From an optimization exercise on the open Yosys and OpenROAD flow, aimed at small area, a short achievable clock period and few clock cycles per item; shortcuts taken in it are not production practice. The RTL was checked by simulation tests, not by an equivalence proof against the original design.

== lane 1 ==
==> module modexp_top, before the edit <==
module modexp_top (
  input  wire       clk,
  input  wire       rst,
  input  wire       in_valid,
  output reg        in_ready,
  input  wire [7:0] e,
  input  wire [7:0] n,
  input  wire [7:0] m,
  output reg        out_valid,
  output wire [7:0] r
);
  reg       busy;    
  reg       first;   
  reg       op_s;    
  reg       op_m;    
  reg       last;    
  reg [2:0] pos;     
  reg [7:0] e_q, n_q, m_q, r_q;
  assign r = r_q;
  wire accept = in_valid && in_ready && !rst;
  wire ld = !busy || last;
  reg [2:0] lead1;
  integer i;
  always @* begin
    lead1 = 3'd0;
    for (i = 2; i < 8; i = i + 1)
      if (e_q[i]) lead1 = i - 1;
  end
  wire e_ge2 = |e_q[7:1];
  wire e_z   = !e_q[0] && !e_ge2;
  reg  lt;   
  integer j;
  always @* begin
    lt = 1'b0;
    for (j = 0; j < 8; j = j + 1)
      lt = (!m_q[j] && n_q[j]) || (!(m_q[j] ^ n_q[j]) && lt);
  end
  wire direct = first && e_ge2 && lt;
  wire [7:0] a = first ? (e_z ? 8'd1 : m_q) : r_q;
  wire [7:0] b = op_s ? r_q : (op_m || direct) ? m_q : 8'd1;
  wire [7:0] prod;
  modexp1 mm (.a(a), .b(b), .n(n_q), .r(prod));
  wire [2:0] cur = first ? lead1 : pos;
  wire       cs  = first ? direct : op_s;
  wire       mul = cs && e_q[cur];
  reg  [2:0] pos_n;
  reg        s_n, last_n;
  always @* begin
    if (mul) begin
      pos_n = cur;
      s_n   = 1'b0;
    end else if (first && !cs) begin
      pos_n = lead1;
      s_n   = e_ge2;
    end else begin
      pos_n = cur - 3'd1;
      s_n   = (cur != 3'd0);
    end
    if (mul)      last_n = (pos_n == 3'd0);
    else if (s_n) last_n = (pos_n == 3'd0) && !e_q[0];
    else          last_n = 1'b1;
  end
  always @(posedge clk) begin
    if (rst) begin
      busy      <= 1'b0;
      out_valid <= 1'b0;
      in_ready  <= 1'b1;
    end else begin
      busy      <= accept || (busy && !last);
      out_valid <= busy && last;
      in_ready  <= !accept && (!busy || last || last_n);
    end
  end
  always @(posedge clk) begin
    if (ld) begin
      e_q   <= e;
      n_q   <= n;
      m_q   <= m;
      first <= 1'b1;
      op_s  <= 1'b0;
      op_m  <= 1'b0;
      last  <= 1'b0;
    end else begin
      first <= 1'b0;
      op_s  <= s_n;
      op_m  <= mul;
      last  <= last_n;
    end
    pos <= pos_n;
    r_q <= prod;
  end
endmodule
clock: 320.0 ns
lec_check: 0
cap_margin: 20
core_margin: 2
core_utilization: 60
place_density: 0.75
slew_margin: 20
standard.sh (not shown) runs the stock make flow with config.mk's settings and CLKGATE_MAP_FILE= SYNTH_SCRIPT=/design/flow/synth_recipe.tcl, a recipe that flattens the netlist after the stock synthesis.
==> flow/flow/run.sh <==
#!/bin/bash
# Own layout flow: the standard layout (standard.sh) with two changes:
#  - ABC maps the logic with an area-oriented script (flow/abc_area.script)
#    instead of ORFS's delay-oriented one. Registers are mapped before ABC,
#    so they are the standard synthesis's.
#  - the port buffers that ORFS inserts are sky130_fd_sc_hd__buf_1.
#  - clock tree synthesis inserts no dummy loads.
# Each tool's log is under orfs/logs/; make's output goes to make_flow.log.
set -euo pipefail
W=$(pwd)
orig=$(grep -o 'SYNTH_SCRIPT=[^ ]*' standard.sh | head -1 | cut -d= -f2-)
cat > flow/own_synth.tcl <<EOT
proc abc {args} {
  set i [lsearch \$args -script]
  if {\$i >= 0} { set args [lreplace \$args \$i [expr {\$i + 1}] -script $W/flow/abc_area.script] }
  yosys abc {*}\$args
}
source $orig
EOT
{ cat config.mk
  echo "export BUFFER_PORTS_ARGS = -buffer_cell sky130_fd_sc_hd__buf_1"
  echo "export ABC_CLOCK_PERIOD_IN_PS = 50000"
  echo "export CTS_ARGS = -sink_clustering_enable -repair_clock_nets -dont_use_dummy_load"
} > flow/own.mk
sed -e "s#SYNTH_SCRIPT=[^ ]*#SYNTH_SCRIPT=$W/flow/own_synth.tcl#" \
    -e "s#DESIGN_CONFIG=[^ ]*#DESIGN_CONFIG=$W/flow/own.mk#" standard.sh > flow/own_standard.sh
bash flow/own_standard.sh > make_flow.log 2>&1
==> flow/flow/abc_area.script <==
strash
balance
rewrite
refactor
balance
rewrite
rewrite -z
balance
refactor -z
rewrite -z
balance
dch
map -a
mfs2
strash
dch
map -a
mfs2
strash
dch
map -a
mfs2
strash
dch
map -a
topo
stime -c
dnsize -c
Lane 1 reached the final stage; the timing, DRC and antenna checks on its layout passed.
Testbench counts of lane 1, summed over its fixed seeds: cycles 19,620, items 2,048.
## Diff of input files: lane 2 against lane 1
-- flow/design.v --
<<< lane 1, line 91
  wire [2:0] cur = first ? lead1 : pos;
  wire       cs  = first ? direct : op_s;
  wire       mul = cs && e_q[cur];
  reg  [2:0] pos_n;
  reg        s_n, last_n;
  always @* begin
    if (mul) begin
      pos_n = cur;
      s_n   = 1'b0;
>>> lane 2, line 91
  wire [2:0] cur = first ? lead1 : pos;
  wire       cs  = first ? direct : op_s;
  wire       sq  = cs && e_q[cur];   
  reg  [2:0] jpos;
  reg        jany;
  integer k;
  always @* begin
    jpos = 3'd0;
    jany = 1'b0;
    for (k = 0; k < 7; k = k + 1)
      if (e_q[k] && k < cur) begin
        jpos = k;
        jany = 1'b1;
      end
  end
  wire       jump = (prod == 8'd1) && !sq && !(first && !cs);
  reg        mul;
  reg  [2:0] pos_n;
  reg        s_n, last_n;
  always @* begin
    mul = sq || (jump && jany);
    if (jump) begin
      pos_n = jpos;
      s_n   = 1'b0;
    end else if (sq) begin
      pos_n = cur;
      s_n   = 1'b0;
<<< lane 1, line 108
    else if (s_n) last_n = (pos_n == 3'd0) && !e_q[0];
    else          last_n = 1'b1;
  end
  always @(posedge clk) begin
>>> lane 2, line 126
    else if (s_n) last_n = (pos_n == 3'd0) && !e_q[0];
    else          last_n = 1'b1;
    if (prod[7:1] == 7'd0 && (!prod[0] || (first && !direct)))
      last_n = 1'b1;
  end
  always @(posedge clk) begin
Findings:
Against lane 1, lane 2 reports a sequential fraction of total cell area that is lower. Ratio of cells with drive above 1 in the final layout down 0.46 points in lane 2 wrt lane 1. From lane 1 to lane 2 the numbers moved as follows: utilization lost 0.96 points, global-route usage over all layers rose 2.0 points, routed wire length moved up, synthesized cell count saw an increase.
Testbench counts of lane 2, summed over its fixed seeds: cycles 17,987, items 2,048.

[separate check: timing with driven ports]
No port has a modelled driver above. Below, the same layouts with a new extraction and two added sets of constraints.
Step 1 (the two cells are an assumption about what drives the block):
set clk [get_ports {clk}]
set_driving_cell -lib_cell sky130_fd_sc_hd__clkbuf_16 $clk
set_driving_cell -lib_cell sky130_fd_sc_hd__buf_2 [delete_from_list [all_inputs] $clk]
Step 2 adds t to the input delays and takes it off the output delays; t is the mean of the earliest and latest rising clock arrival at the registers after step 1. Input paths then give back, and output paths get back, about the clock's delay inside the block.
Slacks: ideal / step 1 / step 2; pairs: ideal / step 1.
run	t, ns	slack for setup (ns)	hold slack, ns	worst setup path after step 2	slew at the worst register clock pin (ns)
lane 1	0.312	255.171 / 255.146 / 255.458	0.493 / 0.493 / 0.493	register to output	0.08 / 0.08
lane 2	0.312	255.163 / 255.135 / 255.447	0.449 / 0.449 / 0.449	register to output	0.08 / 0.08
After both steps every run listed still meets setup and hold.
